Context: an optimization exercise on an open-source flow, tuned for small area and a short achievable clock period. The choices shown serve that exercise and are no tape-out recipe. Function was checked by simulation only, so behaviour that the tests miss may differ from the original.

[flow/run.sh]
#!/bin/bash
set -euo pipefail
bash standard.sh SETUP_SLACK_MARGIN=6.6 finish > standard_run.log 2>&1
[standard.sh]
#!/bin/bash
# synth_recipe.tcl (not shown) runs the flow's synth.tcl, then flattens the netlist and writes it again
# the make line also repeats each setting of config.mk as NAME=value (left out here)
make -C /OpenROAD-flow-scripts/flow DESIGN_CONFIG=/design/flow/config.mk WORK_HOME=/design/flow/orfs CLKGATE_MAP_FILE= SYNTH_SCRIPT=/design/flow/synth_recipe.tcl "${@:-finish}"
[config.mk]
export PLATFORM = sky130hd
export DESIGN_NAME = FIR1
export DESIGN_NICKNAME = FIR1
export VERILOG_FILES = /design/flow/design.v
export SDC_FILE = /design/flow/constraint.sdc
export NUM_CORES = 4
export LEC_CHECK = 0
export CAP_MARGIN = 20
export CORE_MARGIN = 2
export CORE_UTILIZATION = 40
export SLEW_MARGIN = 20
export SYNTH_HIERARCHICAL = 1
export SYNTH_MINIMUM_KEEP_SIZE = 0
[constraint.sdc]
create_clock -name core_clock -period 10.0 [get_ports {clk}]
set_input_delay 2.0000 -clock core_clock [delete_from_list [all_inputs] [get_ports {clk}]]
set_output_delay 2.0000 -clock core_clock [all_outputs]
set_load 0.01 [all_outputs]
[design.v]
module FIR1 (X, clk, Y, reset);
  input  [13:0] X;
  input         clk;
  output [13:0] Y;
  input         reset;
  reg [13:0] d1;
  reg [13:0] d2;
  reg [13:0] d3;
  reg [13:0] d4;
  reg [13:0] d5;
  reg [13:0] d6;
  reg [13:0] d7;
  reg [13:0] d8;
  reg [13:0] d9;
  reg [13:0] d10;
  reg [13:0] d11;
  reg [13:0] d12;
  reg [13:0] d13;
  reg [13:0] d14;
  reg [13:0] d15;
  reg [13:0] d16;
  reg [13:0] d17;
  reg [13:0] d18;
  reg [13:0] d19;
  reg [13:0] d20;
  reg [14:0] q2_0;
  reg [14:0] q2_2;
  reg [14:0] q2_3;
  reg [29:0] r2a;
  reg [28:0] r2b;
  reg [27:0] r1;
  reg [13:0] Y;
  wire s1 = d4[0] ^ d14[0];
  wire c2 = d4[0] | d14[0];
  wire s3 = d4[1] ^ d14[1];
  wire c4 = d4[1] | d14[1];
  wire s5, c6;
  FIR1_fa us5 (q2_3[6], q2_3[0], d20[9], s5, c6);
  wire s7, c8;
  FIR1_ha us7 (d18[9], d18[7], s7, c8);
  wire s9, c10;
  FIR1_fa us9 (d4[2], d14[2], q2_3[7], s9, c10);
  wire s11, c12;
  FIR1_fa us11 (q2_3[1], d20[10], d18[10], s11, c12);
  wire s13, c14;
  FIR1_fa us13 (q2_0[12], q2_0[8], q2_0[6], s13, c14);
  wire s15, c16;
  FIR1_fa us15 (d4[3], d14[3], q2_3[8], s15, c16);
  wire s17, c18;
  FIR1_fa us17 (q2_3[2], q2_3[0], d20[11], s17, c18);
  wire s19, c20;
  FIR1_fa us19 (d18[11], d18[9], d18[7], s19, c20);
  wire s21 = q2_0[13] ^ q2_0[9];
  wire c22 = q2_0[13] | q2_0[9];
  wire s23, c24;
  FIR1_fa us23 (q2_0[14], d4[4], d14[4], s23, c24);
  wire s25, c26;
  FIR1_fa us25 (q2_2[14], q2_3[9], q2_3[3], s25, c26);
  wire s27, c28;
  FIR1_fa us27 (q2_3[1], d9[0], d20[12], s27, c28);
  wire s29, c30;
  FIR1_fa us29 (d18[12], d18[10], d18[8], s29, c30);
  wire s31 = q2_0[10] ^ q2_0[8];
  wire c32 = q2_0[10] | q2_0[8];
  wire s33, c34;
  FIR1_fa us33 (d4[5], d14[5], q2_3[14], s33, c34);
  wire s35, c36;
  FIR1_fa us35 (q2_3[10], q2_3[4], q2_3[2], s35, c36);
  wire s37, c38;
  FIR1_fa us37 (d9[1], d18[11], d18[9], s37, c38);
  wire s39, c40;
  FIR1_fa us39 (q2_0[11], q2_0[9], q2_0[7], s39, c40);
  wire s41 = d4[6] ^ d14[6];
  wire c42 = d4[6] | d14[6];
  wire s43, c44;
  FIR1_fa us43 (q2_2[14], q2_3[11], q2_3[5], s43, c44);
  wire s45, c46;
  FIR1_ha us45 (q2_3[3], d9[2], s45, c46);
  wire s47, c48;
  FIR1_fa us47 (d4[13], d14[13], d4[7], s47, c48);
  wire s49, c50;
  FIR1_ha us49 (q2_3[1], d20[4], s49, c50);
  wire s51 = q2_3[2] ^ d20[5];
  wire c52 = q2_3[2] | d20[5];
  wire s53, c54;
  FIR1_fa us53 (d18[5], d18[3], d18[1], s53, c54);
  wire s55 = q2_0[7] ^ q2_0[3];
  wire c56 = q2_0[7] | q2_0[3];
  wire s57, c58;
  FIR1_fa us57 (q2_3[3], d20[6], d18[6], s57, c58);
  wire s59, c60;
  FIR1_fa us59 (q2_0[8], q2_0[4], q2_0[2], s59, c60);
  wire s61, c62;
  FIR1_fa us61 (q2_0[0], d4[4], d14[4], s61, c62);
  wire s63, c64;
  FIR1_ha us63 (d18[4], d18[2], s63, c64);
  wire s65, c66;
  FIR1_fa us65 (q2_3[4], d20[7], d18[7], s65, c66);
  wire s67, c68;
  FIR1_fa us67 (q2_0[9], q2_0[5], q2_0[3], s67, c68);
  wire s69, c70;
  FIR1_fa us69 (q2_0[1], d4[5], d14[5], s69, c70);
  wire s71, c72;
  FIR1_fa us71 (q2_2[9], q2_2[7], q2_2[2], s71, c72);
  wire s73, c74;
  FIR1_ha us73 (d18[5], d18[3], s73, c74);
  wire s75, c76;
  FIR1_fa us75 (q2_3[5], d20[8], d18[8], s75, c76);
  wire s77, c78;
  FIR1_fa us77 (q2_0[10], q2_0[6], q2_0[4], s77, c78);
  wire s79, c80;
  FIR1_fa us79 (q2_0[2], d4[6], d14[6], s79, c80);
  wire s81, c82;
  FIR1_fa us81 (q2_2[10], q2_2[8], q2_2[3], s81, c82);
  wire s83, c84;
  FIR1_fa us83 (q2_2[1], q2_3[9], q2_3[3], s83, c84);
  wire s85, c86;
  FIR1_ha us85 (d18[6], d18[4], s85, c86);
  wire s87, c88;
  FIR1_fa us87 (q2_0[11], q2_0[7], q2_0[5], s87, c88);
  wire s89, c90;
  FIR1_fa us89 (q2_0[3], d4[7], d14[7], s89, c90);
  wire s91, c92;
  FIR1_fa us91 (q2_2[11], q2_2[9], q2_2[4], s91, c92);
  wire s93, c94;
  FIR1_fa us93 (q2_2[2], q2_2[0], q2_3[10], s93, c94);
  wire s95, c96;
  FIR1_fa us95 (~d18[5], q2_3[4], d20[7], s95, c96);
  wire s97, c98;
  FIR1_fa us97 (c2, ~s3, s7, s97, c98);
  wire s99, c100;
  FIR1_fa us99 (q2_0[4], d4[8], d14[8], s99, c100);
  wire s101, c102;
  FIR1_fa us101 (q2_2[12], q2_2[10], q2_2[5], s101, c102);
  wire s103, c104;
  FIR1_fa us103 (q2_2[3], q2_2[1], q2_3[11], s103, c104);
  wire s105, c106;
  FIR1_fa us105 (d18[8], d18[6], ~q2_3[5], s105, c106);
  wire s107, c108;
  FIR1_fa us107 (~d20[8], c4, c8, s107, c108);
  wire s109, c110;
  FIR1_fa us109 (c6, s9, s11, s109, c110);
  wire s111, c112;
  FIR1_fa us111 (q2_0[7], q2_0[5], d4[9], s111, c112);
  wire s113, c114;
  FIR1_fa us113 (d14[9], q2_2[13], q2_2[11], s113, c114);
  wire s115, c116;
  FIR1_fa us115 (q2_2[6], q2_2[4], q2_2[2], s115, c116);
  wire s117, c118;
  FIR1_fa us117 (q2_3[12], q2_3[6], d20[9], s117, c118);
  wire s119, c120;
  FIR1_fa us119 (s21, c10, c12, s119, c120);
  wire s121, c122;
  FIR1_fa us121 (s15, s17, s19, s121, c122);
  wire s123, c124;
  FIR1_fa us123 (q2_0[6], d4[10], d14[10], s123, c124);
  wire s125, c126;
  FIR1_fa us125 (q2_2[12], q2_2[7], q2_2[5], s125, c126);
  wire s127, c128;
  FIR1_fa us127 (q2_2[3], q2_3[13], q2_3[7], s127, c128);
  wire s129, c130;
  FIR1_fa us129 (d20[10], c22, ~s31, s129, c130);
  wire s131, c132;
  FIR1_fa us131 (c16, c18, c20, s131, c132);
  wire s133, c134;
  FIR1_fa us133 (s23, s25, s27, s133, c134);
  wire s135, c136;
  FIR1_fa us135 (d4[11], d14[11], q2_2[13], s135, c136);
  wire s137, c138;
  FIR1_fa us137 (q2_2[8], q2_2[6], q2_2[4], s137, c138);
  wire s139, c140;
  FIR1_fa us139 (q2_3[8], d20[13], d20[11], s139, c140);
  wire s141, c142;
  FIR1_fa us141 (c24, c26, c28, s141, c142);
  wire s143, c144;
  FIR1_fa us143 (d18[13], c32, ~c30, s143, c144);
  wire s145, c146;
  FIR1_fa us145 (s33, s35, s37, s145, c146);
  wire s147, c148;
  FIR1_fa us147 (q2_0[12], q2_0[10], q2_0[8], s147, c148);
  wire s149, c150;
  FIR1_fa us149 (d4[12], d14[12], q2_2[9], s149, c150);
  wire s151, c152;
  FIR1_fa us151 (q2_2[7], q2_2[5], q2_3[9], s151, c152);
  wire s153, c154;
  FIR1_fa us153 (d18[12], d18[10], ~d20[12], s153, c154);
  wire s155, c156;
  FIR1_fa us155 (s45, c34, c36, s155, c156);
  wire s157, c158;
  FIR1_fa us157 (s41, ~c38, c40, s157, c158);
  wire s159, c160;
  FIR1_fa us159 (d14[7], q2_3[12], q2_3[6], s159, c160);
  wire s161, c162;
  FIR1_fa us161 (q2_3[4], d9[3], d20[13], s161, c162);
  wire s163, c164;
  FIR1_fa us163 (q2_0[13], q2_0[11], q2_0[9], s163, c164);
  wire s165, c166;
  FIR1_fa us165 (q2_2[10], q2_2[8], q2_2[6], s165, c166);
  wire s167, c168;
  FIR1_fa us167 (~d18[11], q2_3[10], d18[13], s167, c168);
  wire s169, c170;
  FIR1_fa us169 (c42, c46, c44, s169, c170);
  wire s171, c172;
  FIR1_fa us171 (q2_0[14], d4[8], d14[8], s171, c172);
  wire s173, c174;
  FIR1_fa us173 (q2_3[13], q2_3[7], q2_3[5], s173, c174);
  wire s175, c176;
  FIR1_fa us175 (q2_0[12], q2_0[10], q2_2[11], s175, c176);
  wire s177, c178;
  FIR1_fa us177 (q2_2[9], q2_2[7], q2_3[11], s177, c178);
  wire s179, c180;
  FIR1_fa us179 (d4[9], d14[9], q2_3[8], s179, c180);
  wire s181, c182;
  FIR1_fa us181 (q2_0[13], q2_0[11], q2_2[12], s181, c182);
  wire s183, c184;
  FIR1_fa us183 (d20[2], d18[2], d18[0], s183, c184);
  wire s185, c186;
  FIR1_fa us185 (q2_3[0], d20[3], d18[3], s185, c186);
  wire s187, c188;
  FIR1_fa us187 (q2_0[5], q2_0[1], d4[1], s187, c188);
  wire s189, c190;
  FIR1_fa us189 (d18[4], d18[2], d18[0], s189, c190);
  wire s191, c192;
  FIR1_fa us191 (q2_0[6], q2_0[2], q2_0[0], s191, c192);
  wire s193, c194;
  FIR1_fa us193 (d4[2], d14[2], q2_2[6], s193, c194);
  wire s195, c196;
  FIR1_fa us195 (q2_0[1], d4[3], d14[3], s195, c196);
  wire s197, c198;
  FIR1_fa us197 (q2_2[7], q2_2[5], q2_2[0], s197, c198);
  wire s199, c200;
  FIR1_fa us199 (q2_3[6], q2_3[0], d20[3], s199, c200);
  wire s201 = c50 ^ s51;
  wire c202 = c50 & ~s51;
  wire s203, c204;
  FIR1_fa us203 (q2_2[8], q2_2[6], q2_2[1], s203, c204);
  wire s205, c206;
  FIR1_fa us205 (q2_3[7], q2_3[1], d20[4], s205, c206);
  wire s207, c208;
  FIR1_fa us207 (c52, ~c56, s63, s207, c208);
  wire s209, c210;
  FIR1_fa us209 (c54, s57, ~s59, s209, c210);
  wire s211, c212;
  FIR1_fa us211 (q2_2[0], q2_3[8], q2_3[2], s211, c212);
  wire s213, c214;
  FIR1_fa us213 (~d20[5], c64, s73, s213, c214);
  wire s215, c216;
  FIR1_fa us215 (~c58, c60, c62, s215, c216);
  wire s217, c218;
  FIR1_fa us217 (s67, s69, s71, s217, c218);
  wire s219, c220;
  FIR1_fa us219 (d20[6], ~c74, s1, s219, c220);
  wire s221, c222;
  FIR1_fa us221 (c68, c70, c72, s221, c222);
  wire s223, c224;
  FIR1_fa us223 (s85, c66, s75, s223, c224);
  wire s225, c226;
  FIR1_fa us225 (s77, s79, s81, s225, c226);
  wire s227, c228;
  FIR1_fa us227 (c78, c80, c82, s227, c228);
  wire s229, c230;
  FIR1_fa us229 (c86, c76, ~c84, s229, c230);
  wire s231, c232;
  FIR1_fa us231 (s87, s89, s91, s231, c232);
  wire s233, c234;
  FIR1_fa us233 (~s5, s93, s95, s233, c234);
  wire s235, c236;
  FIR1_fa us235 (c88, c90, c92, s235, c236);
  wire s237, c238;
  FIR1_fa us237 (c94, c96, s13, s237, c238);
  wire s239, c240;
  FIR1_fa us239 (s99, s101, s103, s239, c240);
  wire s241, c242;
  FIR1_fa us241 (s105, c98, s107, s241, c242);
  wire s243, c244;
  FIR1_fa us243 (c14, c100, c102, s243, c244);
  wire s245, c246;
  FIR1_fa us245 (c104, s111, s113, s245, c246);
  wire s247, c248;
  FIR1_fa us247 (~c106, s115, s117, s247, c248);
  wire s249, c250;
  FIR1_fa us249 (c108, c110, s119, s249, c250);
  wire s251, c252;
  FIR1_fa us251 (c112, c114, c116, s251, c252);
  wire s253, c254;
  FIR1_fa us253 (c118, s123, s125, s253, c254);
  wire s255, c256;
  FIR1_fa us255 (s29, ~s127, c120, s255, c256);
  wire s257, c258;
  FIR1_fa us257 (~s129, c122, s131, s257, c258);
  wire s259, c260;
  FIR1_fa us259 (c124, c126, c128, s259, c260);
  wire s261, c262;
  FIR1_fa us261 (s39, s135, s137, s261, c262);
  wire s263, c264;
  FIR1_fa us263 (s139, c130, ~c132, s263, c264);
  wire s265, c266;
  FIR1_fa us265 (c134, s141, s145, s265, c266);
  wire s267, c268;
  FIR1_fa us267 (c136, c138, c140, s267, c268);
  wire s269, c270;
  FIR1_fa us269 (s147, s149, s151, s269, c270);
  wire s271, c272;
  FIR1_fa us271 (s43, s153, c142, s271, c272);
  wire s273, c274;
  FIR1_fa us273 (~c144, c146, s155, s273, c274);
  wire s275, c276;
  FIR1_fa us275 (c148, c150, c152, s275, c276);
  wire s277, c278;
  FIR1_fa us277 (c154, s47, s159, s277, c278);
  wire s279, c280;
  FIR1_fa us279 (~s161, s163, s165, s279, c280);
  wire s281, c282;
  FIR1_fa us281 (s167, ~c156, c158, s281, c282);
  wire s283, c284;
  FIR1_fa us283 (d9[4], d18[12], c48, s283, c284);
  wire s285, c286;
  FIR1_fa us285 (c160, c162, ~c164, s285, c286);
  wire s287, c288;
  FIR1_fa us287 (c166, c168, s175, s287, c288);
  wire s289, c290;
  FIR1_fa us289 (s171, s173, ~s177, s289, c290);
  wire s291, c292;
  FIR1_fa us291 (q2_2[10], q2_2[8], q2_3[14], s291, c292);
  wire s293, c294;
  FIR1_fa us293 (q2_3[6], d9[5], ~q2_3[12], s293, c294);
  wire s295, c296;
  FIR1_fa us295 (d18[13], c176, c178, s295, c296);
  wire s297, c298;
  FIR1_fa us297 (c172, c174, s179, s297, c298);
  wire s299, c300;
  FIR1_fa us299 (d4[10], d14[10], q2_3[9], s299, c300);
  wire s301, c302;
  FIR1_fa us301 (q2_0[12], q2_2[13], q2_2[11], s301, c302);
  wire s303, c304;
  FIR1_fa us303 (q2_3[7], d9[6], ~q2_2[9], s303, c304);
  wire s305, c306;
  FIR1_fa us305 (q2_3[13], q2_0[14], c182, s305, c306);
  wire s307, c308;
  FIR1_fa us307 (d4[11], d14[11], q2_2[14], s307, c308);
  wire s309, c310;
  FIR1_fa us309 (q2_3[14], q2_3[10], q2_3[8], s309, c310);
  wire s311, c312;
  FIR1_fa us311 (q2_0[13], q2_2[12], q2_2[10], s311, c312);
  wire s313 = d4[12] ^ d14[12];
  wire c314 = d4[12] | d14[12];
  wire s315, c316;
  FIR1_ha us315 (q2_3[11], q2_3[9], s315, c316);
  wire s317, c318;
  FIR1_fa us317 (q2_0[4], q2_0[0], d4[0], s317, c318);
  wire s319, c320;
  FIR1_fa us319 (d14[0], q2_2[4], q2_2[2], s319, c320);
  wire s321, c322;
  FIR1_fa us321 (d14[1], q2_2[5], q2_2[3], s321, c322);
  wire s323, c324;
  FIR1_fa us323 (~d18[1], q2_3[4], d20[1], s323, c324);
  wire s325, c326;
  FIR1_ha us325 (c184, s185, s325, c326);
  wire s327, c328;
  FIR1_fa us327 (q2_2[4], q2_3[5], d20[2], s327, c328);
  wire s329, c330;
  FIR1_fa us329 (s49, c186, ~c188, s329, c330);
  wire s331, c332;
  FIR1_fa us331 (~s189, s191, s193, s331, c332);
  wire s333, c334;
  FIR1_fa us333 (s55, c190, ~c192, s333, c334);
  wire s335, c336;
  FIR1_fa us335 (c194, s195, s197, s335, c336);
  wire s337, c338;
  FIR1_fa us337 (~s53, s199, s201, s337, c338);
  wire s339, c340;
  FIR1_fa us339 (c196, c198, c200, s339, c340);
  wire s341, c342;
  FIR1_fa us341 (s61, s203, s205, s341, c342);
  wire s343, c344;
  FIR1_fa us343 (c202, s207, s209, s343, c344);
  wire s345, c346;
  FIR1_fa us345 (c204, c206, s211, s345, c346);
  wire s347, c348;
  FIR1_fa us347 (s65, c208, s213, s347, c348);
  wire s349, c350;
  FIR1_fa us349 (s215, ~c210, s217, s349, c350);
  wire s351, c352;
  FIR1_fa us351 (c212, s83, s219, s351, c352);
  wire s353, c354;
  FIR1_fa us353 (c216, c218, s221, s353, c354);
  wire s355, c356;
  FIR1_fa us355 (c214, s223, ~s225, s355, c356);
  wire s357, c358;
  FIR1_fa us357 (c220, c222, c226, s357, c358);
  wire s359, c360;
  FIR1_fa us359 (s97, c224, ~s227, s359, c360);
  wire s361, c362;
  FIR1_fa us361 (~s229, s231, s233, s361, c362);
  wire s363, c364;
  FIR1_fa us363 (c228, c232, s235, s363, c364);
  wire s365, c366;
  FIR1_fa us365 (s237, s239, c234, s365, c366);
  wire s367, c368;
  FIR1_fa us367 (c230, s109, s241, s367, c368);
  wire s369, c370;
  FIR1_fa us369 (c236, c238, c240, s369, c370);
  wire s371, c372;
  FIR1_fa us371 (s243, ~s121, s245, s371, c372);
  wire s373, c374;
  FIR1_fa us373 (~s247, c242, s249, s373, c374);
  wire s375, c376;
  FIR1_fa us375 (c244, c246, s251, s375, c376);
  wire s377, c378;
  FIR1_fa us377 (c248, ~s133, s253, s377, c378);
  wire s379, c380;
  FIR1_fa us379 (c250, s255, s257, s379, c380);
  wire s381, c382;
  FIR1_fa us381 (c252, c254, s259, s381, c382);
  wire s383, c384;
  FIR1_fa us383 (s143, s261, ~c256, s383, c384);
  wire s385, c386;
  FIR1_fa us385 (c258, ~s263, s265, s385, c386);
  wire s387, c388;
  FIR1_fa us387 (c260, c262, s267, s387, c388);
  wire s389, c390;
  FIR1_fa us389 (s157, s269, c264, s389, c390);
  wire s391, c392;
  FIR1_fa us391 (s271, c266, s273, s391, c392);
  wire s393, c394;
  FIR1_fa us393 (c268, c270, s275, s393, c394);
  wire s395, c396;
  FIR1_fa us395 (s169, s277, ~s279, s395, c396);
  wire s397, c398;
  FIR1_fa us397 (c272, c274, ~s281, s397, c398);
  wire s399, c400;
  FIR1_fa us399 (c170, c278, s283, s399, c400);
  wire s401, c402;
  FIR1_fa us401 (c276, c280, s287, s401, c402);
  wire s403, c404;
  FIR1_fa us403 (s285, s289, ~c282, s403, c404);
  wire s405, c406;
  FIR1_fa us405 (s181, s291, ~s293, s405, c406);
  wire s407, c408;
  FIR1_fa us407 (c284, c286, ~c288, s407, c408);
  wire s409, c410;
  FIR1_fa us409 (~s295, c290, s297, s409, c410);
  wire s411, c412;
  FIR1_fa us411 (c180, c294, s299, s411, c412);
  wire s413, c414;
  FIR1_fa us413 (c292, s301, ~s303, s413, c414);
  wire s415, c416;
  FIR1_fa us415 (c296, ~c298, s305, s415, c416);
  wire s417, c418;
  FIR1_fa us417 (d9[7], q2_0[14], c300, s417, c418);
  wire s419, c420;
  FIR1_fa us419 (c304, s307, s309, s419, c420);
  wire s421, c422;
  FIR1_fa us421 (c302, s311, c306, s421, c422);
  wire s423, c424;
  FIR1_fa us423 (~d9[8], q2_2[13], q2_2[11], s423, c424);
  wire s425, c426;
  FIR1_fa us425 (q2_0[14], ~s313, s315, s425, c426);
  wire s427, c428;
  FIR1_fa us427 (c308, c310, ~c312, s427, c428);
  wire s429, c430;
  FIR1_fa us429 (q2_3[12], q2_3[10], d9[9], s429, c430);
  wire s431, c432;
  FIR1_fa us431 (d4[13], d14[13], q2_2[12], s431, c432);
  wire s433, c434;
  FIR1_fa us433 (c314, c316, ~q2_2[14], s433, c434);
  wire s435 = q2_3[13] ^ q2_3[11];
  wire c436 = q2_3[13] | q2_3[11];
  wire s437 = d9[10] ^ q2_2[13];
  wire c438 = d9[10] & ~q2_2[13];
  wire s439, c440;
  FIR1_fa us439 (q2_0[2], q2_2[2], q2_2[0], s439, c440);
  wire s441, c442;
  FIR1_fa us441 (q2_0[3], q2_2[3], q2_2[1], s441, c442);
  wire s443 = d18[1] ^ q2_3[2];
  wire c444 = d18[1] & ~q2_3[2];
  wire s445, c446;
  FIR1_fa us445 (q2_3[3], d20[0], ~d20[1], s445, c446);
  wire s447, c448;
  FIR1_fa us447 (~s183, s317, s319, s447, c448);
  wire s449, c450;
  FIR1_fa us449 (c318, c320, s187, s449, c450);
  wire s451, c452;
  FIR1_fa us451 (s321, ~s325, s323, s451, c452);
  wire s453, c454;
  FIR1_fa us453 (c322, s327, c324, s453, c454);
  wire s455, c456;
  FIR1_fa us455 (c326, s329, ~s331, s455, c456);
  wire s457, c458;
  FIR1_fa us457 (c328, c332, s335, s457, c458);
  wire s459, c460;
  FIR1_fa us459 (c330, s333, ~s337, s459, c460);
  wire s461, c462;
  FIR1_fa us461 (~c334, c336, s339, s461, c462);
  wire s463, c464;
  FIR1_fa us463 (s341, c338, ~s343, s463, c464);
  wire s465, c466;
  FIR1_fa us465 (c340, c342, s345, s465, c466);
  wire s467, c468;
  FIR1_fa us467 (s347, c344, ~s349, s467, c468);
  wire s469, c470;
  FIR1_fa us469 (c346, ~c348, s351, s469, c470);
  wire s471, c472;
  FIR1_fa us471 (s353, c350, ~s355, s471, c472);
  wire s473, c474;
  FIR1_fa us473 (c352, c354, s357, s473, c474);
  wire s475, c476;
  FIR1_fa us475 (s359, c356, ~s361, s475, c476);
  wire s477, c478;
  FIR1_fa us477 (c358, ~c360, s363, s477, c478);
  wire s479, c480;
  FIR1_fa us479 (s365, c362, ~s367, s479, c480);
  wire s481, c482;
  FIR1_fa us481 (c364, s369, c366, s481, c482);
  wire s483, c484;
  FIR1_fa us483 (~s371, c368, s373, s483, c484);
  wire s485, c486;
  FIR1_fa us485 (c370, s375, c372, s485, c486);
  wire s487, c488;
  FIR1_fa us487 (~s377, c374, s379, s487, c488);
  wire s489, c490;
  FIR1_fa us489 (c376, s381, c378, s489, c490);
  wire s491, c492;
  FIR1_fa us491 (~s383, c380, s385, s491, c492);
  wire s493, c494;
  FIR1_fa us493 (c382, s387, c384, s493, c494);
  wire s495, c496;
  FIR1_fa us495 (~s389, s391, c386, s495, c496);
  wire s497, c498;
  FIR1_fa us497 (c388, s393, c390, s497, c498);
  wire s499, c500;
  FIR1_fa us499 (s395, c392, s397, s499, c500);
  wire s501, c502;
  FIR1_fa us501 (c394, ~s399, s401, s501, c502);
  wire s503, c504;
  FIR1_fa us503 (c396, c398, s403, s503, c504);
  wire s505, c506;
  FIR1_fa us505 (s405, ~c400, c402, s505, c506);
  wire s507, c508;
  FIR1_fa us507 (s407, s409, c404, s507, c508);
  wire s509, c510;
  FIR1_fa us509 (~s411, c406, s413, s509, c510);
  wire s511, c512;
  FIR1_fa us511 (c408, ~s415, c410, s511, c512);
  wire s513, c514;
  FIR1_fa us513 (c412, s417, s419, s513, c514);
  wire s515, c516;
  FIR1_fa us515 (c414, s421, c416, s515, c516);
  wire s517, c518;
  FIR1_fa us517 (c418, s425, c420, s517, c518);
  wire s519, c520;
  FIR1_fa us519 (s423, ~s427, c422, s519, c520);
  wire s521, c522;
  FIR1_fa us521 (c424, ~s429, s431, s521, c522);
  wire s523, c524;
  FIR1_fa us523 (c426, s433, c428, s523, c524);
  wire s525, c526;
  FIR1_fa us525 (~q2_2[14], s435, s437, s525, c526);
  wire s527, c528;
  FIR1_fa us527 (c430, ~c432, c434, s527, c528);
  wire s529, c530;
  FIR1_fa us529 (q2_3[12], d9[11], ~q2_3[14], s529, c530);
  wire s531, c532;
  FIR1_fa us531 (c436, q2_2[14], c438, s531, c532);
  wire s533, c534;
  FIR1_ha us533 (d20[0], d18[0], s533, c534);
  wire s535, c536;
  FIR1_fa us535 (d20[1], s443, c440, s535, c536);
  wire s537, c538;
  FIR1_fa us537 (~c444, c442, s445, s537, c538);
  wire s539, c540;
  FIR1_fa us539 (c446, c448, s449, s539, c540);
  wire s541, c542;
  FIR1_fa us541 (c450, s453, c452, s541, c542);
  wire s543, c544;
  FIR1_fa us543 (c454, s457, ~c456, s543, c544);
  wire s545, c546;
  FIR1_fa us545 (c458, s461, ~c460, s545, c546);
  wire s547, c548;
  FIR1_fa us547 (c462, s465, c464, s547, c548);
  wire s549, c550;
  FIR1_fa us549 (c466, s469, ~c468, s549, c550);
  wire s551, c552;
  FIR1_fa us551 (c470, s473, c472, s551, c552);
  wire s553, c554;
  FIR1_fa us553 (c474, s477, ~c476, s553, c554);
  wire s555, c556;
  FIR1_fa us555 (c478, s481, c480, s555, c556);
  wire s557, c558;
  FIR1_fa us557 (c482, s485, ~c484, s557, c558);
  wire s559, c560;
  FIR1_fa us559 (c486, s489, ~c488, s559, c560);
  wire s561, c562;
  FIR1_fa us561 (c490, s493, ~c492, s561, c562);
  wire s563, c564;
  FIR1_fa us563 (c494, s497, ~c496, s563, c564);
  wire s565, c566;
  FIR1_fa us565 (c498, s501, ~c500, s565, c566);
  wire s567, c568;
  FIR1_fa us567 (s505, c502, ~c504, s567, c568);
  wire s569, c570;
  FIR1_fa us569 (s509, c506, ~s511, s569, c570);
  wire s571, c572;
  FIR1_fa us571 (~s513, c510, s515, s571, c572);
  wire s573, c574;
  FIR1_fa us573 (c514, s517, ~c516, s573, c574);
  wire s575, c576;
  FIR1_fa us575 (~s521, c518, s523, s575, c576);
  wire s577, c578;
  FIR1_fa us577 (s525, c522, ~c524, s577, c578);
  wire s579, c580;
  FIR1_fa us579 (s529, s531, ~c526, s579, c580);
  wire s581, c582;
  FIR1_fa us581 (q2_3[13], d9[12], c530, s581, c582);
  wire s583 = q2_0[1] ^ q2_2[1];
  wire c584 = q2_0[1] | q2_2[1];
  wire s585, c586;
  FIR1_fa us585 (q2_3[1], ~s533, s439, s585, c586);
  wire s587, c588;
  FIR1_fa us587 (~c534, s441, s535, s587, c588);
  wire s589, c590;
  FIR1_fa us589 (c536, s447, s537, s589, c590);
  wire s591, c592;
  FIR1_fa us591 (c538, s451, s539, s591, c592);
  wire s593, c594;
  FIR1_fa us593 (c540, ~s455, s541, s593, c594);
  wire s595, c596;
  FIR1_fa us595 (c542, ~s459, s543, s595, c596);
  wire s597, c598;
  FIR1_fa us597 (c544, s463, s545, s597, c598);
  wire s599, c600;
  FIR1_fa us599 (c546, ~s467, s547, s599, c600);
  wire s601, c602;
  FIR1_fa us601 (s471, c548, s549, s601, c602);
  wire s603, c604;
  FIR1_fa us603 (~s475, c550, s551, s603, c604);
  wire s605, c606;
  FIR1_fa us605 (s479, c552, s553, s605, c606);
  wire s607, c608;
  FIR1_fa us607 (~s483, c554, s555, s607, c608);
  wire s609, c610;
  FIR1_fa us609 (~s487, c556, s557, s609, c610);
  wire s611, c612;
  FIR1_fa us611 (~s491, c558, s559, s611, c612);
  wire s613, c614;
  FIR1_fa us613 (~s495, c560, s561, s613, c614);
  wire s615, c616;
  FIR1_fa us615 (~s499, c562, s563, s615, c616);
  wire s617, c618;
  FIR1_fa us617 (~s503, c564, s565, s617, c618);
  wire s619, c620;
  FIR1_fa us619 (~s507, c566, s567, s619, c620);
  wire s621, c622;
  FIR1_fa us621 (~c508, s569, c568, s621, c622);
  wire s623, c624;
  FIR1_fa us623 (~c512, s571, c570, s623, c624);
  wire s625, c626;
  FIR1_fa us625 (s519, ~s573, c572, s625, c626);
  wire s627, c628;
  FIR1_fa us627 (~c520, s575, c574, s627, c628);
  wire s629, c630;
  FIR1_fa us629 (s527, ~s577, c576, s629, c630);
  wire s631, c632;
  FIR1_fa us631 (c528, s579, ~c578, s631, c632);
  wire s633, c634;
  FIR1_fa us633 (c532, s581, c580, s633, c634);
  wire s635, c636;
  FIR1_fa us635 (~d9[13], q2_3[14], c582, s635, c636);
  wire s637, c638;
  FIR1_ha us637 (d1[4], d1[2], s637, c638);
  wire s639, c640;
  FIR1_fa us639 (d1[5], d1[3], d1[1], s639, c640);
  wire s641, c642;
  FIR1_fa us641 (d1[6], d1[4], d1[2], s641, c642);
  wire s643, c644;
  FIR1_fa us643 (d1[7], d1[5], d1[3], s643, c644);
  wire s645, c646;
  FIR1_fa us645 (d1[8], d1[6], d1[4], s645, c646);
  wire s647, c648;
  FIR1_fa us647 (d1[9], d1[7], d1[5], s647, c648);
  wire s649, c650;
  FIR1_fa us649 (d1[10], d1[8], d1[6], s649, c650);
  wire s651, c652;
  FIR1_fa us651 (d1[11], d1[9], d1[7], s651, c652);
  wire s653, c654;
  FIR1_fa us653 (d1[12], d1[10], d1[8], s653, c654);
  wire s655, c656;
  FIR1_fa us655 (r2a[15], r2b[15], d1[13], s655, c656);
  wire s657, c658;
  FIR1_ha us657 (d1[12], d1[10], s657, c658);
  wire s659 = d1[11] ^ r2a[17];
  wire c660 = d1[11] & ~r2a[17];
  wire s661 = d1[1] ^ ~r2a[3];
  wire c662 = d1[1] | ~r2a[3];
  wire s663, c664;
  FIR1_fa us663 (~d1[2], r2a[4], r2b[4], s663, c664);
  wire s665, c666;
  FIR1_fa us665 (d1[3], d1[1], ~r2a[5], s665, c666);
  wire s667, c668;
  FIR1_fa us667 (r2a[6], r2b[6], ~d1[0], s667, c668);
  wire s669, c670;
  FIR1_fa us669 (r2a[7], r2b[7], ~c638, s669, c670);
  wire s671, c672;
  FIR1_fa us671 (r2a[8], r2b[8], ~c640, s671, c672);
  wire s673, c674;
  FIR1_fa us673 (r2a[9], r2b[9], ~c642, s673, c674);
  wire s675, c676;
  FIR1_fa us675 (r2a[10], r2b[10], ~c644, s675, c676);
  wire s677, c678;
  FIR1_fa us677 (r2a[11], r2b[11], ~c646, s677, c678);
  wire s679, c680;
  FIR1_fa us679 (r2a[12], r2b[12], ~c648, s679, c680);
  wire s681, c682;
  FIR1_fa us681 (r2a[13], r2b[13], ~c650, s681, c682);
  wire s683, c684;
  FIR1_fa us683 (r2a[14], r2b[14], ~c652, s683, c684);
  wire s685, c686;
  FIR1_fa us685 (d1[11], d1[9], c654, s685, c686);
  wire s687, c688;
  FIR1_fa us687 (r2a[16], r2b[16], ~s657, s687, c688);
  wire s689, c690;
  FIR1_fa us689 (r2b[17], d1[13], s659, s689, c690);
  wire s691, c692;
  FIR1_fa us691 (r2a[18], r2b[18], d1[12], s691, c692);
  wire s693, c694;
  FIR1_fa us693 (r2a[19], r2b[19], d1[13], s693, c694);
  wire s695 = r2a[2] ^ r2b[2];
  wire c696 = r2a[2] | r2b[2];
  wire s697, c698;
  FIR1_fa us697 (r2b[3], ~d1[0], s661, s697, c698);
  wire s699, c700;
  FIR1_fa us699 (d1[0], c662, ~s663, s699, c700);
  wire s701, c702;
  FIR1_fa us701 (r2b[5], c664, ~s665, s701, c702);
  wire s703, c704;
  FIR1_fa us703 (s637, c666, ~s667, s703, c704);
  wire s705, c706;
  FIR1_fa us705 (~s639, c668, s669, s705, c706);
  wire s707, c708;
  FIR1_fa us707 (~s641, c670, s671, s707, c708);
  wire s709, c710;
  FIR1_fa us709 (~s643, c672, s673, s709, c710);
  wire s711, c712;
  FIR1_fa us711 (~s645, c674, s675, s711, c712);
  wire s713, c714;
  FIR1_fa us713 (~s647, c676, s677, s713, c714);
  wire s715, c716;
  FIR1_fa us715 (~s649, c678, s679, s715, c716);
  wire s717, c718;
  FIR1_fa us717 (~s651, c680, s681, s717, c718);
  wire s719, c720;
  FIR1_fa us719 (~s653, c682, s683, s719, c720);
  wire s721, c722;
  FIR1_fa us721 (s655, c684, ~s685, s721, c722);
  wire s723, c724;
  FIR1_fa us723 (c656, ~c686, s687, s723, c724);
  wire s725, c726;
  FIR1_fa us725 (~c658, c688, s689, s725, c726);
  wire s727, c728;
  FIR1_fa us727 (~c660, c690, s691, s727, c728);
  wire s729, c730;
  FIR1_fa us729 (~d1[12], s693, c692, s729, c730);
  wire s731, c732;
  FIR1_fa us731 (r2b[20], ~r2a[20], c694, s731, c732);
  wire s733, c734;
  FIR1_fa us733 (r2b[21], ~r2a[21], r2a[20], s733, c734);
  wire s735, c736;
  FIR1_fa us735 (r2b[22], ~r2a[22], r2a[21], s735, c736);
  wire s737, c738;
  FIR1_fa us737 (r2a[23], r2a[22], r2b[23], s737, c738);
  wire s739, c740;
  FIR1_fa us739 (r2b[24], r2b[23], ~r2a[24], s739, c740);
  wire s741, c742;
  FIR1_fa us741 (r2b[25], r2a[24], ~r2a[25], s741, c742);
  wire s743, c744;
  FIR1_fa us743 (r2b[26], r2a[25], ~r2a[26], s743, c744);
  wire s745, c746;
  FIR1_fa us745 (r2b[27], r2a[26], ~r2a[27], s745, c746);
  wire s747, c748;
  FIR1_fa us747 (r2a[28], ~r2a[27], r2b[28], s747, c748);
  wire s749 = r2a[29] ^ r2b[28];
  wire c750 = r2a[29] | r2b[28];
  wire [29:0] rs1 = {~c748, c746, c744, c742, c740, ~c738, ~c736, ~c734, ~c732, ~c730, ~c728, ~c726, ~c724, ~c722, ~c720, ~c718, ~c716, ~c714, ~c712, ~c710, ~c708, ~c706, c704, ~c702, c700, ~c698, ~c696, ~d1[0], r2b[1], ~r2a[0]} + {~s749, ~s747, s745, s743, s741, s739, ~s737, ~s735, ~s733, ~s731, ~s729, ~s727, ~s725, ~s723, ~s721, ~s719, ~s717, ~s715, ~s713, ~s711, ~s709, ~s707, ~s705, s703, ~s701, s699, ~s697, s695, ~r2a[1], ~r2b[0]};
  wire s751 = r1[1] ^ X[0];
  wire c752 = r1[1] & ~X[0];
  wire s753, c754;
  FIR1_fa us753 (~r1[2], X[1], X[2], s753, c754);
  wire s755, c756;
  FIR1_fa us755 (~r1[3], X[2], X[3], s755, c756);
  wire s757, c758;
  FIR1_fa us757 (~r1[4], X[3], X[4], s757, c758);
  wire s759, c760;
  FIR1_fa us759 (~r1[5], X[4], X[5], s759, c760);
  wire s761, c762;
  FIR1_fa us761 (~r1[6], X[5], X[6], s761, c762);
  wire s763, c764;
  FIR1_fa us763 (~r1[7], X[6], X[7], s763, c764);
  wire s765, c766;
  FIR1_fa us765 (~r1[8], X[7], X[8], s765, c766);
  wire s767, c768;
  FIR1_fa us767 (~r1[9], X[8], X[9], s767, c768);
  wire s769, c770;
  FIR1_fa us769 (~r1[10], X[9], X[10], s769, c770);
  wire s771, c772;
  FIR1_fa us771 (~r1[11], X[10], X[11], s771, c772);
  wire s773, c774;
  FIR1_fa us773 (~r1[12], X[11], X[12], s773, c774);
  wire s775, c776;
  FIR1_fa us775 (r1[13], X[13], ~X[12], s775, c776);
  wire s777, c778;
  FIR1_ha us777 (r1[14], X[13], s777, c778);
  wire [29:0] fs = {r1[27], r1[26], r1[25], r1[24], r1[23], r1[22], r1[21], r1[20], r1[19], r1[18], r1[17], r1[16], r1[15], c776, ~c774, ~c772, ~c770, ~c768, ~c766, ~c764, ~c762, ~c760, ~c758, ~c756, ~c754, c752, ~X[1], r1[0], 1'b0, 1'b0} + {1'b0, 1'b0, 1'b0, 1'b0, 1'b0, 1'b0, 1'b0, 1'b0, 1'b0, 1'b0, 1'b0, 1'b0, c778, s777, s775, ~s773, ~s771, ~s769, ~s767, ~s765, ~s763, ~s761, ~s759, ~s757, ~s755, ~s753, ~s751, ~X[0], 1'b0, 1'b0};
  always @(posedge clk or posedge reset) begin
    if (reset) begin
      d1 <= 14'd0;
      d2 <= 14'd0;
      d3 <= 14'd0;
      d4 <= 14'd0;
      d5 <= 14'd0;
      d6 <= 14'd0;
      d7 <= 14'd0;
      d8 <= 14'd0;
      d9 <= 14'd0;
      d10 <= 14'd0;
      d11 <= 14'd0;
      d12 <= 14'd0;
      d13 <= 14'd0;
      d14 <= 14'd0;
      d15 <= 14'd0;
      d16 <= 14'd0;
      d17 <= 14'd0;
      d18 <= 14'd0;
      d19 <= 14'd0;
      d20 <= 14'd0;
      q2_0 <= 15'd0;
      q2_2 <= 15'd0;
      q2_3 <= 15'd0;
      r2a <= 30'd285212671;
      r2b <= 29'd8388605;
      r1 <= 28'd268410883;
      Y <= 14'd0;
    end else begin
      d1 <= X;
      d2 <= d1;
      d3 <= d2;
      d4 <= d3;
      d5 <= d4;
      d6 <= d5;
      d7 <= d6;
      d8 <= d7;
      d9 <= d8;
      d10 <= d9;
      d11 <= d10;
      d12 <= d11;
      d13 <= d12;
      d14 <= d13;
      d15 <= d14;
      d16 <= d15;
      d17 <= d16;
      d18 <= d17;
      d19 <= d18;
      d20 <= d19;
      q2_0 <= {d1[13], d1} + {d15[13], d15};
      q2_2 <= {d5[13], d5} + {d11[13], d11};
      q2_3 <= {d7[13], d7} + {d9[13], d9};
      r2a <= {1'b1, q2_3[14], c634, c632, c630, c628, c626, c624, c622, c620, c618, c616, c614, c612, c610, c608, c606, c604, c602, c600, c598, c596, c594, c592, c590, c588, c586, c584, q2_3[0], q2_0[0]};
      r2b <= {c636, s635, s633, s631, s629, s627, s625, s623, s621, s619, s617, s615, s613, s611, s609, s607, s605, s603, s601, s599, s597, s595, s593, s591, s589, s587, s585, s583, q2_2[0]};
      r1 <= rs1[29:2];
      Y <= fs[29:16];
    end
  end
endmodule
module FIR1_fa (a, b, c, s, co);
  input a, b, c;
  output s, co;
  assign s = a ^ b ^ c;
  assign co = (a & b) | (a & c) | (b & c);
endmodule
module FIR1_ha (a, b, s, co);
  input a, b;
  output s, co;
  assign s = a ^ b;
  assign co = a & b;
endmodule
==> results by group, run 1 <==
Clock tree
  – Clock buffer depth: 3
  – Worst-path clk slew: ~0.060 ns
  – Clk sinks: about 430
  – H-tree depth: 2
  – Num CTS Buffers: 43
  – CTS root buf: clkbuf_16
  – CTS tree: yes
  – Clk Latency, worst-skew pair: between 0.5 and 0.6 ns

Route
  – DR iter-0 viols: about 630
  – Via count: approximately 12000
  – Router iterations before antenna repair: 7
  – DRC Markers: 0
  – Post-route ant nets: 0
  – Post-Route WL: a little over 50 mm
  – DR WL/cell: between 20 and 25 um
  – Via/cell ratio: approximately 4.7

Synthesis
  – Avg Synthesized Cell Area: about 15 um^2
  – Post-synth net total: just over 2000
  – Top_reg_cell synth: dfrtp_1
  – Synth area leader: dfrtp_1
  – Post-synth top area share: 39.7%
  – Register area share after synthesis: 46.9%
  – Synth top area cells: dfrtp_1 40%, fa_1 32%, dfstp_2 7.2%
  – Yosys Warn Count: 7
  – FFs w/ async S/R, synth: 100%
  – Yosys cell types: 56
  – Post-synth EDFFs: 0
  – Synth Cell Area: 22900 um^2
  – Mapped Cells: 1547
  – Yosys reg bits: between 400 and 500

Timing
  – Unrepaired setup endpoints after global routing: true
  – Setup-failing EPs final: 0
  – Slew Limit Headroom: between 40% and 50%
  – Max-slew violations: 0
  – Final hold vios: 0
  – Period utilisation layout: roughly two fifths
  – Clk_skew: 0.0244 ns
  – Setup TNS: 0 ns
  – Post-route minimum period: approximately 3.9 ns
  – Least-Margin Pin Slew: roughly 0.75 ns
  – Hold WS: roughly 0.34 ns
  – Fmax: about 0.25 GHz

Worst setup path
  – Worst Path Required: 10.50 ns
  – Crit path max fanout: 2
  – CP bufs+invs: 1
  – CP max-delay cell: fa_2
  – Crit path largest cell delay: around 0.6 ns
  – Most common cell on crit path: fa_2
  – Reg2reg start: q2_3[14]$_DFF_PP0_
  – Cell Chain, Critical Path: fa_2 > fa_2 > fa_1 > fa_2 > fa_2 > inv_2 > fa_1 > fa_2
  – Worst Setup End Kind: flip-flop
  – Startpoint Class: flip-flop
  – Crit. Startpoint: q2_3[14]$_DFF_PP0_
  – Top delay family on crit path: adder cells
  – Data arrival, critical path: between 4 and 5 ns
  – Classification of the worst setup path: flip-flop to flip-flop

Job
  – Max-cap violations: 0

Floorplan
  – Die X: between 200 and 250 um
  – Initial Utilization: 40.5%
  – Die area: approximately 60000 um^2
  – Die height: 243 um
  – Row count: 87
  – Ports: 30
  – Core footprint: 56500 um^2

Global routing
  – First-pass GRT wire length: approximately 80 mm
  – Pin count of the biggest net entering global routing: just under 90
  – Overflow left after global routing: 0
  – Vias in the first global route: around 14000
  – Initial antenna violation count: 2
  – GR Util All Layers: between 15 and 20%

Hold path
  – Path type of the worst min-delay path: flip-flop to flip-flop
  – Hold path start: d8[0]$_DFF_PP0_

Layout
  – Fin util: approximately 48%
  – Layout fillers: between 4000 and 5000
  – Final nets: between 2000 and 2500
  – Area grow syn2layout: 19.8%
  – Antenna cells: 0
  – Layout cells sized above 1: between 30 and 40%

Outcome
  – Outcome: finished clean

Placed design
  – Dpl hpwl: 36.9 mm
  – Gpl congestion: approximately 0.87
  – Port bufs: 29
-- metal layers --
| layer | track usage, % | up-vias | part of all wire, % |
|---|---|---|---|
| met3 | 3.77 | 88 | 4.9 |
| met5 | 0 | - | 0.026 |
| met4 | 4.94 | 2 | 2.6 |
| met1 | 24.7 | 6452 | 43 |
| li1 | - | 5155 | - |
| met2 | 30.4 | 205 | 49 |
-- cell type report --
| type | instances | area (um^2) | area share (%) |
|---|---|---|---|
| multi-input combinational | 831 | 11800 | 43.1 |
| sequential | 426 | 10800 | 39.5 |
| timing repair buffer | 139 | 1290 | 4.71 |
| clock buffer | 58 | 1210 | 4.43 |
| inverter | 286 | 1080 | 3.93 |
| tap | 756 | 946 | 3.45 |
| clock inverter | 16 | 225 | 0.822 |
| timing repair inverter | 1 | 5.00 | 0.0183 |
-- cell usage in the layout (no fill, tap or decap), drive strengths merged, types with 7 or more instances in the layout --
| cell type | count |
|---|---|
| inv | 286 |
| dfrtp | 363 |
| nand3 | 12 |
| clkbuf | 59 |
| a21o | 28 |
| buf | 119 |
| xor2 | 15 |
| nor3 | 15 |
| nor2b | 9 |
| a21oi | 45 |
| dfstp | 63 |
| fa | 362 |
| nand4 | 7 |
| o21ai | 11 |
| nor2 | 53 |
| dlygate4sd2 | 16 |
| nand2 | 29 |
| o21bai | 7 |
| xnor2 | 56 |
| o21a | 7 |
| clkinvlp | 7 |
| ha | 114 |
-- flip-flops by register name (all words and copies together), names as in the netlist, 15 cells and up --
name  count
q2_0     15
q2_2     15
q2_3     15
r1       28
r2a      30
r2b      29
-- timing repair --
action                                  4_1_cts  5_1_grt
endpoints found under the setup margin      301      191
buffers inserted                             66       38
pin swaps                                    90       61
hold buffers                                  0        0
resized for setup                           311       67
cloned                                        2        0
-- per-module statistics from Yosys (local to each module, per instance) --
module / cells inside / cell area [um^2] / copies in the design
FIR1_ha: 1 / 12.5 / 12
FIR1_fa: 1 / 20.0 / 359
FIR1: 1176 / 15500 / 1
-- worst paths after layout --
path	to	slack (ns)	depth (start not counted)
max	r2b[16]$_DFF_PP1_	6.06	8
min	d9[0]$_DFF_PP0_	0.34	0
max reg2reg	r2b[16]$_DFF_PP1_	6.06	8
min reg2reg	d9[0]$_DFF_PP0_	0.34	0
max in group asynchronous	r2a[28]$_DFF_PP1_	6.91	4
min in group asynchronous	d7[4]$_DFF_PP0_	2.01	2
-- Yosys cell counts (all sizes together) (2+ instances only) --
library cell / count
inv: 286
o21ai: 11
fa: 362
a311o: 2
dfstp: 63
nand2: 29
xor2: 15
o211ai: 3
ha: 114
o22ai: 2
o41ai: 5
nand3: 12
nor2: 53
and2: 2
and3: 3
o31ai: 3
a21o: 28
o2111a: 2
a21oi: 45
a31o: 3
clkbuf: 4
nand2b: 2
a211oi: 5
nand4: 7
a21boi: 3
xnor2: 56
dfrtp: 363
a221oi: 5
a31oi: 5
o22a: 2
o21bai: 7
nor3: 15
o21a: 7
nor2b: 9
and4: 2
-- metrics by stage --
stage / setup WS [ns] / std cells / cell area [um^2]
after detailed placement: 4.88 / 2333 / 24200
after global placement: 4.90 / 2333 / 24200
final: 6.06 / 2513 / 27400
after global routing: 5.97 / 2513 / 27400
after floorplan: 2.30 / 1547 / 22900
after CTS: 6.02 / 2475 / 26900
-- cell families after synthesis --
group                      Yosys count  share of synthesized area [%]
adders and majority gates          476                           37.9
and+or+nand+nor                    140                           2.92
AOI/OAI and AO/OA                  142                           4.69
muxes                                1                         0.0438
other                                1                         0.0164
xor gates and xnor gates            71                           2.72
DFF                                426                           46.9
buffers and inverters              290                           4.76
==> run 2: changes to the inputs <==
==> flow/run.sh (replaced) <==
#!/bin/bash
set -euo pipefail
bash standard.sh SETUP_SLACK_MARGIN=6.3 finish > standard_run.log 2>&1
--- a/config.mk
+++ b/config.mk
@@ -7,7 +7,8 @@
 export LEC_CHECK = 0
 export CAP_MARGIN = 20
 export CORE_MARGIN = 2
-export CORE_UTILIZATION = 40
+export CORE_UTILIZATION = 55
+export PLACE_DENSITY = 0.7
 export SLEW_MARGIN = 20
 export SYNTH_HIERARCHICAL = 1
 export SYNTH_MINIMUM_KEEP_SIZE = 0
==> results by group, run 2 <==
Outcome
  – Outcome: finished clean

Clock tree
  – CTS root buf: clkbuf_16
  – Num CTS Buffers: 44 (+2.3%)
  – CTS tree: yes
  – Clk Latency, worst-skew pair: 0.58 ns (about the same)
  – H-tree depth: 2 (unchanged)
  – Hold_buf cts: 0 (unchanged)
  – Worst-path clk slew: 0.06 ns (about the same)
  – Clk sinks: 426 (unchanged)
  – Clock buffer depth: 3 (unchanged)

Synthesis
  – Avg Synthesized Cell Area: 14.8 um^2 (unchanged)
  – FFs w/ async S/R, synth: 100% (unchanged)
  – Largest family of logic cells by synthesized area: adder cells
  – Synth top cells by count: 363 x dfrtp_1, 362 x fa_1, 286 x inv_1
  – Post-synth net total: 2039 (unchanged)
  – Mux contribution to synthesized area: 0.0438% (unchanged)
  – Mapped Cells: 1547 (unchanged)
  – Yosys cell types: 56 (unchanged)
  – Synth Area in Simple Gates: 2.92% (unchanged)
  – Synth top area cells: dfrtp_1 40%, fa_1 32%, dfstp_2 7.2%
  – Post-synth top area share: 39.7% (unchanged)
  – Register area share after synthesis: 46.9% (unchanged)
  – Yosys reg bits: 426 (unchanged)
  – Adder-cell share of the synthesized area: 37.9% (unchanged)
  – Synth area leader: dfrtp_1
  – Synth Cell Area: 22900 um^2 (unchanged)
  – Post-synth EDFFs: 0 (unchanged)
  – Post-Synth XOR/XNOR Area: 2.72% (unchanged)
  – Top_reg_cell synth: dfrtp_1
  – Compound-Gate Fraction of Synth Area: 4.69% (unchanged)
  – Yosys Warn Count: 7 (unchanged)
  – Most frequent cell after synthesis: dfrtp_1

Worst setup path
  – Worst Setup End Kind: flip-flop
  – Worst Path Required: 10.45 ns (-0.05 ns)
  – Data arrival, critical path: 4.48 ns (+0.03 ns)
  – Startpoint Class: input pin
  – Crit path max fanout: 6 (+4)
  – Classification of the worst setup path: input pin to flip-flop

Timing
  – Max-slew violations: 0 (unchanged)
  – Hold WS: 0.341 ns (+0.00234 ns)
  – Post-route minimum period: 4.02 ns (+0.0797 ns)
  – Unrepaired setup endpoints after global routing: true
  – Least-Margin Pin Slew: 0.920 ns (+0.166 ns)
  – Slew Limit Headroom: 38.6% (-11 points)
  – Clk_skew: 0.0195 ns (-0.00490 ns)
  – Setup TNS: 0 ns (unchanged)
  – Setup-failing EPs final: 0 (unchanged)
  – Fmax: 0.249 GHz (-2.0%)
  – Final hold vios: 0 (unchanged)
  – Period utilisation layout: 40.2% (+0.80 points)

Global routing
  – First-pass GRT wire length: 79.6 mm (-0.76%)
  – Pin count of the biggest net entering global routing: 183 (+110%)
  – Overflow left after global routing: 0 (unchanged)
  – Vias in the first global route: 14300 (+4.7%)
  – Initial antenna violation count: 1 (-1)
  – GR Util All Layers: 24.9% (+6.6 points)

Route
  – Via count: 12000 (+0.97%)
  – Post-Route WL: 49.9 mm (-1.9%)
  – DR iter-0 viols: 671 (+7.4%)
  – DR WL/cell: 22.1 um (+9.3%)
  – Via/cell ratio: 5.33 (+13%)
  – Post-route ant nets: 0 (unchanged)
  – DRC Markers: 0 (unchanged)
  – Router iterations before antenna repair: 5 (-2)

Job
  – Max-cap violations: 0 (unchanged)

Layout
  – Layout fillers: 2885 (-39%)
  – Commonest non-fill, non-tap cell in the layout: fa_1
  – Max reg flops: 30 (unchanged)
  – Final nets: 2178 (-1.9%)
  – Biggest register: r2a
  – Area grow syn2layout: 16.3%
  – Top flop regs: r2a (30), r2b (29), r1 (28)
  – Fin area: 26600 um^2 (-2.9%)
  – Layout cells sized above 1: 24.3% (-6.0 points)
  – Non-filler cells, final: 2254 (-10%)
  – Commonest cells after routing, fill and taps aside: 312 x fa_1, 296 x dfrtp_1, 270 x inv_1

Floorplan
  – Die X: 208 um (-14%)
  – Core footprint: 40900 um^2 (-28%)
  – Die area: 43200 um^2 (-27%)
  – Row count: 74 (-15%)
  – Initial Utilization: 55.9% (+15 points)
  – Die height: 208 um (-14%)
  – Ports: 30 (unchanged)

Placed design
  – Gpl congestion: 0.906 (+4.3%)
  – Placed cell area: 23900 um^2 (-1.2%)
  – Dpl hpwl: 35.8 mm (-3.0%)
  – Port bufs: 29 (unchanged)
  – Placed cells: 2107 (-9.7%)

Hold path
  – Path type of the worst min-delay path: flip-flop to flip-flop
run 2: cell counts after synthesis:
No cell type changed its count.
run 2: final timing paths:
kind                                   start           endpoint  slack (ns)  depth (start not counted)
setup / recovery                        X[7]    Y[11]$_DFF_PP0_        5.98                         12
min in group asynchronous              reset    d6[7]$_DFF_PP0_        1.95                          3
setup reg to reg           d18[11]$_DFF_PP0_  r2b[16]$_DFF_PP1_        6.05                          8
max in group asynchronous              reset   d18[5]$_DFF_PP0_        6.67                          4
hold reg to reg             d2[12]$_DFF_PP0_   d3[12]$_DFF_PP0_        0.34                          0
hold / removal              d2[12]$_DFF_PP0_   d3[12]$_DFF_PP0_        0.34                          0
run 2: critical path, cell delays in order:
cell and delay, ns:
buf_8 0.10, fa_1 0.56, inv_2 0.06, ha_4 0.29, nand4_1 0.11, a21oi_2 0.18, o21ai_2 0.09, a21o_1 0.19
a21bo_4 0.24, nor3_4 0.31, nand4_1 0.17, xnor2_1 0.16
run 2: area by class of cell:
cell class | instances | area [um^2] | area share, %
Multi-Input combinational cell | 831 | 11600 | 43.5
Sequential cell | 426 | 10800 | 40.7
Clock buffer | 61 | 1280 | 4.80
Inverter | 286 | 1080 | 4.05
Timing Repair Buffer | 97 | 876 | 3.29
Tap cell | 532 | 666 | 2.50
Clock inverter | 20 | 323 | 1.21
Antenna cell | 1 | 2.50 | 0.00940
run 2: logic make-up (layout without fill, tap and decap cells):
kind of cell             count (synthesis)  after routing
buffers and inverters                  290            464
adder cells (fa/ha/maj)                476            476
XOR/XNOR                                71             71
AO/OA/AOI/OAI                          142            142
multiplexers                             1              1
other                                    1              2
AND/OR/NAND/NOR                        140            140
flip-flops                             426            426
run 2: per-layer routing:
metal	share of wire, %	track usage [%]	vias to the layer above
met4	4.2	10.3	0
met1	40	31.8	6529
met5	0	0	-
met3	4.5	4.17	129
met2	51	42.8	284
li1	-	-	5075
run 2: metrics by stage:
| step | util, % | setup slack [ns] |
|---|---|---|
| floorplan | - | 2.30 |
| global placement | 58.4 | 5.00 |
| detailed placement | 58.4 | 4.88 |
| CTS | 64.1 | 5.96 |
| global route | 65.0 | 5.92 |
| finish | 65.0 | 5.98 |
run 2: timing repair:
| action | 4_1_cts | 5_1_grt |
|---|---|---|
| endpoints found under the setup margin | 51 | 325 |
| pin swaps | 50 | 49 |
| cloned | 0 | 1 |
| gates resized for setup | 169 | 79 |
| buffers inserted | 51 | 13 |
| endpoints found under the hold margin | 0 | 0 |
run 2: Yosys stat by module, one instance, submodules excluded:
module / times used / flip-flops and latches / cell area [um^2] / cells
FIR1_ha: 12 / 0 / 12.5 / 1
FIR1_fa: 359 / 0 / 20.0 / 1
FIR1: 1 / 426 / 15500 / 1176
==> run 3: changes to the inputs <==
--- a/config.mk
+++ b/config.mk
@@ -7,8 +7,7 @@
 export LEC_CHECK = 0
 export CAP_MARGIN = 20
 export CORE_MARGIN = 2
-export CORE_UTILIZATION = 55
-export PLACE_DENSITY = 0.7
+export CORE_UTILIZATION = 40
 export SLEW_MARGIN = 20
 export SYNTH_HIERARCHICAL = 1
 export SYNTH_MINIMUM_KEEP_SIZE = 0
==> results by group, run 3 <==
Outcome
  – Outcome: finished clean

Timing
  – Max-slew violations: 0 (unchanged)
  – Setup-failing EPs final: 0 (unchanged)
  – Setup TNS: 0 ns (unchanged)
  – Period utilisation layout: 39.6% (-0.60 points)
  – Unrepaired setup endpoints after global routing: true
  – Post-route setup slack: 6.04 ns (+0.0596 ns)
  – Fmax: 0.252 GHz (+1.5%)
  – Least-Margin Pin Slew: 0.980 ns (+0.0594 ns)
  – Post-route minimum period: 3.96 ns (-0.0596 ns)
  – Slew Limit Headroom: 34.7% (-4.0 points)
  – Final hold vios: 0 (unchanged)
  – Clk_skew: 0.0249 ns (+0.00534 ns)

Floorplan
  – Die X: 243 um (+17%)
  – Core footprint: 56500 um^2 (+38%)
  – Die area: 59100 um^2 (+37%)
  – Die height: 243 um (+17%)
  – Ports: 30 (unchanged)
  – Row count: 87 (+18%)
  – Initial Utilization: 40.5% (-15 points)

Worst setup path
  – Startpoint Class: flip-flop
  – Crit path max fanout: 3 (-3)
  – Critical Path End: r2b[16]$_DFF_PP1_
  – Crit path largest cell delay: 0.56 ns (about the same)
  – Data arrival, critical path: 4.48 ns (about the same)
  – Crit. Startpoint: d18[11]$_DFF_PP0_
  – R2R cell count: 8 (unchanged)
  – Worst Setup End Kind: flip-flop
  – CP bufs+invs: 1 (-1)
  – Worst reg2reg path endpoint: r2b[16]$_DFF_PP1_
  – Classification of the worst setup path: flip-flop to flip-flop
  – Reg2reg start: d18[11]$_DFF_PP0_
  – WP depth: 8 (-4)
  – CP max-delay cell: fa_2
  – Worst Path Required: 10.51 ns (+0.06 ns)
  – Top delay family on crit path: adder cells
  – Most common cell on crit path: fa_2
  – Cell Chain, Critical Path: fa_1 > fa_2 > fa_2 > fa_2 > fa_2 > inv_2 > fa_1 > fa_2
  – R2R Setup Slk: 6.04 ns (about the same)

Clock tree
  – Clk Latency, worst-skew pair: 0.59 ns (about the same)
  – Hold_buf cts: 0 (unchanged)
  – Clock buffer depth: 3 (unchanged)
  – Worst-path clk slew: 0.06 ns (about the same)
  – Num CTS Buffers: 44 (unchanged)
  – Clk sinks: 426 (unchanged)
  – CTS tree: yes
  – CTS root buf: clkbuf_16
  – H-tree depth: 2 (unchanged)

Layout
  – Register area: 10800 um^2 (about the same)
  – Final nets: 2191 (+0.60%)
  – Commonest cells after routing, fill and taps aside: 308 x fa_1, 302 x dfrtp_1, 258 x inv_1
  – Top flop regs: r2a (30), r2b (29), r1 (28)
  – Fin area: 27100 um^2 (+1.7%)
  – Commonest non-fill, non-tap cell in the layout: fa_1
  – Multi-input gate area: 11700 um^2 (+0.68%)
  – Area grow syn2layout: 18.4%
  – Max reg flops: 30 (unchanged)
  – Biggest register: r2a
  – Layout fillers: 4803 (+66%)
  – Fin util: 47.9% (-17 points)
  – Layout cells sized above 1: 26.1% (+1.8 points)

Global routing
  – Initial antenna violation count: 1 (unchanged)
  – Overflow left after global routing: 0 (unchanged)
  – Vias in the first global route: 13800 (-3.7%)
  – Pin count of the biggest net entering global routing: 181 (-1.1%)
  – GR Util All Layers: 17.9% (-7.0 points)
  – First-pass GRT wire length: 78.7 mm (-1.1%)

Synthesis
  – Compound-Gate Fraction of Synth Area: 4.69% (unchanged)
  – FFs w/ async S/R, synth: 100% (unchanged)
  – Synth Area in Simple Gates: 2.92% (unchanged)
  – Register area share after synthesis: 46.9% (unchanged)
  – Mapped Cells: 1547 (unchanged)
  – Yosys reg bits: 426 (unchanged)
  – Most frequent cell after synthesis: dfrtp_1
  – Post-Synth XOR/XNOR Area: 2.72% (unchanged)
  – Top_reg_cell synth: dfrtp_1
  – Synth Cell Area: 22900 um^2 (unchanged)
  – Synth top cells by count: 363 x dfrtp_1, 362 x fa_1, 286 x inv_1
  – Adder-cell share of the synthesized area: 37.9% (unchanged)
  – Post-synth net total: 2039 (unchanged)
  – Yosys Warn Count: 7 (unchanged)
  – Yosys cell types: 56 (unchanged)
  – Synth area leader: dfrtp_1
  – Avg Synthesized Cell Area: 14.8 um^2 (unchanged)
  – Synth top area cells: dfrtp_1 40%, fa_1 32%, dfstp_2 7.2%
  – Post-synth EDFFs: 0 (unchanged)
  – Post-synth top area share: 39.7% (unchanged)
  – Largest family of logic cells by synthesized area: adder cells
  – Mux contribution to synthesized area: 0.0438% (unchanged)

Job
  – Max-cap violations: 0 (unchanged)

Hold path
  – Path type of the worst min-delay path: flip-flop to flip-flop
  – Depth of the worst hold-timing path: 0 (unchanged)

Route
  – DRC Markers: 0 (unchanged)
  – DR WL/cell: 19.8 um (-10%)
  – Via/cell ratio: 4.73 (-11%)
  – Post-route ant nets: 0 (unchanged)
  – Router iterations before antenna repair: 5 (unchanged)
  – DR iter-0 viols: 750 (+12%)
  – Via count: 11800 (-1.9%)
  – Post-Route WL: 49.4 mm (-0.97%)

Placed design
  – Port bufs: 29 (unchanged)
  – Dpl hpwl: 36.8 mm (+2.7%)
  – Gpl congestion: 0.893 (-1.4%)
  – Placed cell area: 24200 um^2 (+1.2%)
  – Setup WS pre-CTS: 4.88 ns (+0.00152 ns)
## run 3: cell counts after synthesis
Identical to the previous run, type by type.
## run 3: cell families after synthesis
kind of cell             count (synthesis)
adder cells (fa/ha/maj)                476
flip-flops                             426
buffers and inverters                  290
AO/OA/AOI/OAI                          142
AND/OR/NAND/NOR                        140
XOR/XNOR                                71
other                                    1
multiplexers                             1
## run 3: layout make-up
cell class,instances,area share [%]
antenna,1,0.00924
clock buffer,57,4.66
clock inverter,24,1.11
inverter,286,3.99
multi-input combinational,831,43.0
sequential,426,40.0
tap,756,3.49
timing repair buffer,109,3.74
timing repair inverter,1,0.0185
## run 3: through the flow
stage / hold WS, ns / cells
finish: 0.330 / 2491
global route: 0.339 / 2491
CTS: 0.324 / 2462
detailed placement: 0.335 / 2332
global placement: 0.331 / 2332
floorplan: 0.331 / 1547
## run 3: repair_timing
| action | 4_1_cts | 5_1_grt |
|---|---|---|
| pin swaps | 49 | 84 |
| buffers inserted | 48 | 27 |
| cloned | 1 | 0 |
| resized for setup | 175 | 112 |
| setup endpoints to repair | 121 | 112 |
## run 3: modules after synthesis, one instance, submodules excluded
module / cell area (um^2) / times used / cells / flops+latches
FIR1_fa: 20.0 / 359 / 1 / 0
FIR1_ha: 12.5 / 12 / 1 / 0
FIR1: 15500 / 1 / 1176 / 426
## run 3: worst min path at each step
stage | slack [ns] | end | from
floorplan | 0.33 | d11[0]$_DFF_PP0_ | d10[0]$_DFF_PP0_
global placement | 0.33 | d20[5]$_DFF_PP0_ | d19[5]$_DFF_PP0_
detailed placement | 0.33 | d11[0]$_DFF_PP0_ | d10[0]$_DFF_PP0_
CTS | 0.32 | d14[5]$_DFF_PP0_ | d13[5]$_DFF_PP0_
global route | 0.34 | d14[5]$_DFF_PP0_ | d13[5]$_DFF_PP0_
finish | 0.33 | d13[2]$_DFF_PP0_ | d12[2]$_DFF_PP0_
## run 3: metal layers
metal / global-route usage [%] / share of wire, % / up-vias / wire, um
met5: 0 / 0 / - / 0
met3: 4.16 / 5.2 / 81 / 2580
met4: 5.77 / 2.9 / 0 / 1440
met1: 23.4 / 42 / 6393 / 20800
li1: - / - / 5101 / -
met2: 29.8 / 50 / 210 / 24600

-- port drivers added, routing unchanged --
Ports are ideal in the flow. The routed layouts listed here were re-timed in OpenROAD.
Step 1 (the two cells are an assumption about what drives the block):
set clk [get_ports {clk}]
set_driving_cell -lib_cell sky130_fd_sc_hd__clkbuf_16 $clk
set_driving_cell -lib_cell sky130_fd_sc_hd__buf_2 [delete_from_list [all_inputs] $clk]
Step 2 also shifts input and output timing later by t, the mid clock arrival at the registers, as if the neighbouring blocks saw the same clock.
Three values: no drivers, after step 1, after step 2; two values: the first two.
| run | t (ns) | slack for setup (ns) | worst setup path at the end |
|---|---|---|---|
| run 1 | 0.623 | 6.056 / 6.056 / 5.442 | input to register |
| run 2 | 0.626 | 5.977 / 5.988 / 5.362 | input to register |
| run 3 | 0.629 | 6.036 / 6.036 / 5.485 | input to register |
After both steps setup and hold are still met in every run listed. For run 2, which loses most, drivers alone change the setup slack by +0.011 ns; drivers and shift together by -0.615 ns.
